Source: an optimization exercise on an open RTL-to-GDS flow (aim: small area, a short achievable clock period and few clock cycles per item). Production flows keep margins and buffers that such runs may drop. In this exercise RTL edits were held to simulation tests only and were not proved equivalent to the original.

File: flow/constraint.sdc
create_clock -name core_clock -period 4.0 [get_ports {clk}]
set_input_delay 0.8000 -clock core_clock [delete_from_list [all_inputs] [get_ports {clk}]]
set_output_delay 0.8000 -clock core_clock [all_outputs]
set_load 0.01 [all_outputs]
File: flow/run.sh
#!/bin/bash
# synth_recipe.tcl (not shown) runs the flow's synth.tcl, then flattens the netlist and writes it again
# the make line also repeats each setting of config.mk as NAME=value (left out here)
make -C /OpenROAD-flow-scripts/flow DESIGN_CONFIG=/design/flow/config.mk WORK_HOME=/design/flow/orfs CLKGATE_MAP_FILE= SYNTH_SCRIPT=/design/flow/synth_recipe.tcl finish
File: flow/config.mk
export PLATFORM = sky130hd
export DESIGN_NAME = huffman
export DESIGN_NICKNAME = huffman
export VERILOG_FILES = /design/flow/design.v
export SDC_FILE = /design/flow/constraint.sdc
export NUM_CORES = 4
export LEC_CHECK = 0
export CAP_MARGIN = 20
export CORE_MARGIN = 2
export CORE_UTILIZATION = 40
export SLEW_MARGIN = 20
File: flow/design.v
module huffman(clk, reset, gray_valid, gray_data, CNT_valid, CNT1, CNT2, CNT3, CNT4, CNT5, CNT6,
               code_valid, HC1, HC2, HC3, HC4, HC5, HC6, M1, M2, M3, M4, M5, M6);
input clk;
input reset;
input gray_valid;
input [7:0] gray_data;
output CNT_valid;
output [7:0] CNT1, CNT2, CNT3, CNT4, CNT5, CNT6;
output code_valid;
output [7:0] HC1, HC2, HC3, HC4, HC5, HC6;
output [7:0] M1, M2, M3, M4, M5, M6;
localparam ST_COUNT = 2'd0, ST_SORT = 2'd1, ST_MERGE = 2'd2, ST_DONE = 2'd3;
reg  [1:0] st;
reg  [1:0] mc;           
reg        par;          
reg        gv1;
reg  [7:0] w [0:5];      
reg  [2:0] ptr [1:6];    
reg  [2:0] dep [1:6];    
reg  [4:0] hc  [1:6];    
wire fin = gv1 & ~gray_valid;
assign CNT_valid = fin;
assign CNT1 = w[5]; assign CNT2 = w[4]; assign CNT3 = w[3];
assign CNT4 = w[2]; assign CNT5 = w[1]; assign CNT6 = w[0];
wire [4:0] inv;
genvar gi;
generate for (gi = 0; gi < 5; gi = gi + 1) begin : g_inv
  assign inv[gi] = w[gi] > w[gi+1];
end endgenerate
wire sorted = ~|inv;
wire inv_even = inv[0] | inv[2] | inv[4];
wire inv_odd  = inv[1] | inv[3];
wire rpar = par ? inv_odd : ~inv_even;
wire [4:0] swp = inv & (rpar ? 5'b01010 : 5'b10101);
wire [7:0] sum = w[0] + w[1];
wire [5:2] lt;
generate for (gi = 2; gi < 6; gi = gi + 1) begin : g_lt
  assign lt[gi] = w[gi] < sum;
end endgenerate
wire [2:0] pos = {lt[5], lt[3] & ~lt[5], (lt[2] & ~lt[3]) | (lt[4] & ~lt[5])};
wire counting = (st == ST_COUNT) & ~fin;
wire active   = (st == ST_SORT) | ((st == ST_COUNT) & fin);
wire do_sort  = active & ~sorted;
wire do_merge = (active & sorted) | ((st == ST_MERGE) & (mc != 2'd3));
assign code_valid = (st == ST_MERGE) & (mc == 2'd3);
always @(posedge clk or posedge reset) begin
  if (reset) begin
    st <= ST_COUNT; mc <= 2'd0; par <= 1'b0; gv1 <= 1'b0;
  end else begin
    gv1 <= gray_valid;
    if (do_sort) begin
      st <= ST_SORT;
      par <= ~rpar;
    end
    if (do_merge) begin
      st <= ST_MERGE;
      if (st == ST_MERGE) mc <= mc + 2'd1;
    end
    if (code_valid) st <= ST_DONE;
  end
end
integer i;
always @(posedge clk or posedge reset) begin
  if (reset) begin
    for (i = 0; i < 6; i = i + 1) w[i] <= 8'd0;
  end else if (counting) begin
    if (gray_valid)
      for (i = 0; i < 6; i = i + 1)
        if (gray_data[2:0] == 6 - i) w[i] <= w[i] + 8'd1;
  end else if (do_sort) begin
    for (i = 0; i < 5; i = i + 1)
      if (swp[i]) begin w[i] <= w[i+1]; w[i+1] <= w[i]; end
  end else if (do_merge) begin
    w[0] <= lt[2] ? w[2] : sum;
    w[1] <= lt[3] ? w[3] : lt[2] ? sum : w[2];
    w[2] <= lt[4] ? w[4] : lt[3] ? sum : w[3];
    w[3] <= lt[5] ? w[5] : lt[4] ? sum : w[4];
    w[4] <= lt[5] ? sum : w[5];
    w[5] <= 8'hff;
  end
end
genvar k;
generate for (k = 1; k <= 6; k = k + 1) begin : g_lvl
  wire [2:0] p = ptr[k];
  always @(posedge clk or posedge reset) begin
    if (reset) begin
      ptr[k] <= 6 - k; dep[k] <= 3'd0; hc[k] <= 5'd0;
    end else if (do_sort) begin
      if (p != 3'd5 && swp[p])           ptr[k] <= p + 3'd1;
      else if (p != 3'd0 && swp[p - 1])  ptr[k] <= p - 3'd1;
    end else if (do_merge) begin
      if (p[2:1] == 2'b00) begin
        ptr[k] <= pos;
        dep[k] <= dep[k] + 3'd1;
        if (~p[0]) hc[k] <= hc[k] | (5'd1 << dep[k]);
      end else begin
        ptr[k] <= lt[p] ? p - 3'd2 : p - 3'd1;
      end
    end
  end
end endgenerate
function [7:0] mask_of(input [2:0] d);
  mask_of = (8'd1 << (d + 3'd1)) - 8'd1;
endfunction
function [7:0] code_of(input [4:0] h, input [2:0] d, input [2:0] p);
  code_of = {3'b000, h} | ((p == 3'd0) ? (8'd1 << d) : 8'd0);
endfunction
assign M1 = mask_of(dep[1]); assign HC1 = code_of(hc[1], dep[1], ptr[1]);
assign M2 = mask_of(dep[2]); assign HC2 = code_of(hc[2], dep[2], ptr[2]);
assign M3 = mask_of(dep[3]); assign HC3 = code_of(hc[3], dep[3], ptr[3]);
assign M4 = mask_of(dep[4]); assign HC4 = code_of(hc[4], dep[4], ptr[4]);
assign M5 = mask_of(dep[5]); assign HC5 = code_of(hc[5], dep[5], ptr[5]);
assign M6 = mask_of(dep[6]); assign HC6 = code_of(hc[6], dep[6], ptr[6]);
endmodule
==> impl_metrics.env <==
export IMPL_ctsHoldBuffers=0
export IMPL_grt_first_pass_wirelength_um=73400
export IMPL_port_buffers=151
export IMPL_fmax_mhz=246
export IMPL_final_setup_viol_count=9
export IMPL_drc=0
export IMPL_rsz0062_at_grt="yes"
export IMPL_floorplan_die_area_um2=34900
export IMPL_synth_async_reset_ratio=1.00
export IMPL_path_max_fanout=7
export IMPL_synth_main_ff_cell="sky130_fd_sc_hd__dfrtp_1"
export IMPL_yosysWarnings=5
export IMPL_postSynthNetCount=1890
export IMPL_synth_seq_cells=120
export IMPL_hpwl_um=34300
export IMPL_max_cap_violations=0
export IMPL_cts_sinks=120
export IMPL_globalplace_congestion=0.921
export IMPL_report_final_slew_viol_count=0
export IMPL_initial_utilization=0.409
export IMPL_dr_total_vias=14400
export IMPL_finalHoldViolations=0
export IMPL_die_h_um=187
export IMPL_count_of_h_tree_levels_built_during_cts=4
export IMPL_detailedPlace_worstSlack_ns=-0.269
export IMPL_fin_skew_ns=0.00964
export IMPL_io_pins=157
export IMPL_num_rows=66
export IMPL_post_layout_nonfiller_instances=2461
export IMPL_overflow=0
export IMPL_cts_tree="built"
export IMPL_crit_required_ns=4.36
export IMPL_final_min_period_over_clock_period=1.02
export IMPL_core_region_area_um2=32700
export IMPL_timing_worst_setup_path_type="reg -> reg"
export IMPL_setup_worst_path_end_class="flip-flop"
export IMPL_wirelength_um=46500
export IMPL_syn_inst=1708
export IMPL_synthesis_area_per_instance_um2=7.83
export IMPL_antenna_violations_before_repair=0
export IMPL_clock_latency_ns=0.44
export IMPL_drtPass1Iterations=5
export IMPL_grt_start_max_net_pins=121
export IMPL_ys_seq_area_frac=0.225
export IMPL_drt_iter0_drc=1039
export IMPL_wl_per_cell_um=18.9
export IMPL_grt_use_total=0.259
export IMPL_layout_nets=2188
export IMPL_final_core_utilization=0.553
export IMPL_ys_types=86
export IMPL_numPlacedInstances=2411
export IMPL_drt_antenna_violating_nets=0
export IMPL_first_global_vias=14000
export IMPL_clk_root_buffer_cell="sky130_fd_sc_hd__clkbuf_16"
export IMPL_worst_hold_path_type="reg -> reg"
export IMPL_area_delta_synth_final_pct=35.1
export IMPL_path_clk_slew_ns=0.06
export IMPL_die_w_um=187
export IMPL_drive_gt1_frac=0.201
export IMPL_tightestPinTransition_ns=0.822
export IMPL_clock_tree_buffer_depth=2
export IMPL_outcome="failed layout checks"
export IMPL_avgViaCountPerCell=5.87
export IMPL_cts_buffers_inserted=17
export IMPL_fin_ws_ns=-0.0605
export IMPL_fin_crit_ns=4.06
export IMPL_worst_slew_margin_rel=0.446
export IMPL_post_synth_instance_area_um2=13400
export IMPL_synth_edf_count=0
export IMPL_crit_arrival_ns=4.42
export IMPL_startpoint_kind_of_the_worst_setup_timing_path="flip-flop"
export IMPL_tns_ns=-0.350
export IMPL_inserted_diodes=0
export IMPL_layout_failed_checks="negative setup slack"
==> path summary, 6_finish.rpt <==
check                                startpoint               endpoint  slack (ns)  cells after the start
min in group asynchronous                 reset   hc[4][4]$_DFFE_PP0P_        0.90                      3
max in group asynchronous                 reset    w[2][1]$_DFFE_PP0P_        2.54                      3
hold / removal             hc[4][2]$_DFFE_PP0P_   hc[4][2]$_DFFE_PP0P_        0.45                      1
setup / recovery            w[0][0]$_DFFE_PP0P_  ptr[1][2]$_DFFE_PP1P_       -0.06                     21
hold reg to reg            hc[4][2]$_DFFE_PP0P_   hc[4][2]$_DFFE_PP0P_        0.45                      1
setup reg to reg            w[0][0]$_DFFE_PP0P_  ptr[1][2]$_DFFE_PP1P_       -0.06                     21
==> flip-flops by register name (all words and copies together) (netlist names) <==
register / cells
hc: 30
ptr: 18
dep: 18
mc: 2
par: 1
w: 48
st: 2
gv1: 1
==> repair_timing <==
item                       CTS  global route
cloned                       0             1
gates resized for setup     42            86
setup buffers                5            13
setup endpoints to repair   51            55
pin swaps                   19            65
==> cell usage in the layout (no fill, tap or decap), types with 29 or more instances in the layout <==
| cell type | synthesis | layout |
|---|---|---|
| sky130_fd_sc_hd__o21ai_0 | 133 | 116 |
| sky130_fd_sc_hd__mux2i_1 | 31 | 31 |
| sky130_fd_sc_hd__dfrtp_1 | 113 | 109 |
| sky130_fd_sc_hd__a21o_1 | 50 | 48 |
| sky130_fd_sc_hd__ha_1 | 170 | 163 |
| sky130_fd_sc_hd__inv_1 | 102 | 96 |
| sky130_fd_sc_hd__nand2_1 | 160 | 157 |
| sky130_fd_sc_hd__nor2_1 | 140 | 133 |
| sky130_fd_sc_hd__nand3_1 | 55 | 53 |
| sky130_fd_sc_hd__a21oi_1 | 125 | 119 |
| sky130_fd_sc_hd__o211ai_1 | 33 | 33 |
| sky130_fd_sc_hd__xnor2_1 | 30 | 29 |
| sky130_fd_sc_hd__buf_4 | 0 | 194 |
| sky130_fd_sc_hd__clkdlybuf4s50_1 | 0 | 151 |
| sky130_fd_sc_hd__nor3_1 | 42 | 40 |
==> area by class of cell <==
| type | count | area [µm²] |
|---|---|---|
| Fill cell | 3079 | 14600 |
| Sequential cell | 120 | 3020 |
| Multi-Input combinational cell | 1389 | 10100 |
| Inverter | 103 | 393 |
| Clock buffer | 18 | 439 |
| Tap cell | 442 | 553 |
| Timing Repair Buffer | 375 | 3400 |
| Clock inverter | 14 | 151 |
==> metrics by stage <==
stage	cell area (µm²)	hold slack, ns
2_1_floorplan	13500	0.430
3_3_place_gp	16800	0.440
3_5_place_dp	16800	0.446
4_1_cts	17600	0.460
5_1_grt	18100	0.464
6_report	18100	0.454
==> worst max-delay path: stages (launching register included) <==
cell and delay [ns]:
sky130_fd_sc_hd__dfrtp_2 0.42, sky130_fd_sc_hd__ha_4 0.17, sky130_fd_sc_hd__fa_2 0.35, sky130_fd_sc_hd__nor2b_4 0.14, sky130_fd_sc_hd__nor2_2 0.06, sky130_fd_sc_hd__nor2_1 0.05, sky130_fd_sc_hd__nor2_2 0.12, sky130_fd_sc_hd__xnor2_2 0.17
sky130_fd_sc_hd__inv_4 0.13, sky130_fd_sc_hd__ha_4 0.23, sky130_fd_sc_hd__nand2_1 0.08, sky130_fd_sc_hd__a211oi_2 0.04, sky130_fd_sc_hd__a211o_1 0.24, sky130_fd_sc_hd__maj3_2 0.32, sky130_fd_sc_hd__maj3_2 0.35, sky130_fd_sc_hd__a21o_4 0.29
sky130_fd_sc_hd__buf_12 0.15, sky130_fd_sc_hd__nor2_4 0.09, sky130_fd_sc_hd__buf_4 0.14, sky130_fd_sc_hd__a221o_1 0.19, sky130_fd_sc_hd__nor3_2 0.06, sky130_fd_sc_hd__a211oi_2 0.19
==> cells in the mapped netlist (6+ instances only) <==
cell type,count,area [µm²]
sky130_fd_sc_hd__buf_1,7,26.3
sky130_fd_sc_hd__and3_1,23,144
sky130_fd_sc_hd__xnor2_1,30,263
sky130_fd_sc_hd__o22ai_1,20,125
sky130_fd_sc_hd__a211oi_1,24,180
sky130_fd_sc_hd__mux2i_1,31,310
sky130_fd_sc_hd__a21oi_1,125,626
sky130_fd_sc_hd__nand2b_1,24,150
sky130_fd_sc_hd__and2_1,15,93.8
sky130_fd_sc_hd__or2_2,8,50.1
sky130_fd_sc_hd__mux4_2,8,180
sky130_fd_sc_hd__dfstp_2,7,184
sky130_fd_sc_hd__o211ai_1,33,248
sky130_fd_sc_hd__o21ai_0,133,666
sky130_fd_sc_hd__a311oi_1,10,87.6
sky130_fd_sc_hd__a32oi_1,9,78.8
sky130_fd_sc_hd__nor2_1,140,526
sky130_fd_sc_hd__o221ai_1,13,114
sky130_fd_sc_hd__nand2_1,160,601
sky130_fd_sc_hd__a31oi_1,20,125
sky130_fd_sc_hd__nand3_1,55,275
sky130_fd_sc_hd__nand4_1,19,119
sky130_fd_sc_hd__or4_1,6,45.0
sky130_fd_sc_hd__inv_1,102,383
sky130_fd_sc_hd__a21o_1,50,375
sky130_fd_sc_hd__a31o_2,15,131
sky130_fd_sc_hd__ha_1,170,2130
sky130_fd_sc_hd__nor3_1,42,210
sky130_fd_sc_hd__a22oi_1,11,82.6
sky130_fd_sc_hd__o32a_1,6,60.1
sky130_fd_sc_hd__dfrtp_1,113,2830
sky130_fd_sc_hd__a221oi_1,7,61.3
sky130_fd_sc_hd__or3_1,8,50.1
sky130_fd_sc_hd__a32o_1,7,70.1
sky130_fd_sc_hd__o31ai_1,13,97.6
sky130_fd_sc_hd__xor2_1,6,52.6
sky130_fd_sc_hd__mux2_2,11,124
sky130_fd_sc_hd__nor4_1,11,68.8
sky130_fd_sc_hd__o21a_1,10,75.1
sky130_fd_sc_hd__clkbuf_1,73,274
sky130_fd_sc_hd__buf_2,15,75.1
sky130_fd_sc_hd__nor2b_1,20,125
==> kinds of logic (layout without fill, tap and decap cells) <==
family | after synthesis | after routing | share of synthesized area
AOI/OAI and AO/OA | 571 | 571 | 0.284
xor gates and xnor gates | 36 | 36 | 0.0236
adders and majority gates | 177 | 177 | 0.165
buffers and inverters | 199 | 510 | 0.0578
DFF | 120 | 120 | 0.225
muxes | 50 | 50 | 0.0459
and+or+nand+nor | 555 | 555 | 0.198
==> routing by layer <==
metal | track usage | part of all wire | up-vias
met1 | 0.328 | 0.43 | 6942
li1 | - | - | 6920
met2 | 0.434 | 0.48 | 481
met5 | 0 | 0 | -
met4 | 0.114 | 0.033 | 0
met3 | 0.0435 | 0.057 | 92
Testbench counts, summed over its fixed seeds: cycles 20,962, images 192.

afterwards: timing with drivers on the ports:
The flow's constraints put no driver on any port. The routed layout listed below was extracted and timed again, unchanged, in two steps. Step 1, drivers: a clkbuf_16 drives clk and a buf_2 each remaining input, both assumed. Step 2 also shifts input and output timing later by t, the mid clock arrival at the registers, as if the neighbouring blocks saw the same clock. Slacks: no drivers / after step 1 / after step 2; pairs: no drivers / after step 1.
t, ns: 0.490
setup WS [ns]: -0.061 / -0.061 / -0.061
worst register clock-pin slew, ns: 0.06 / 0.06
worst data-port slew with drivers (ns): 0.04
For this run, drivers alone change the setup slack by 0.000 ns; drivers and shift together by 0.000 ns.
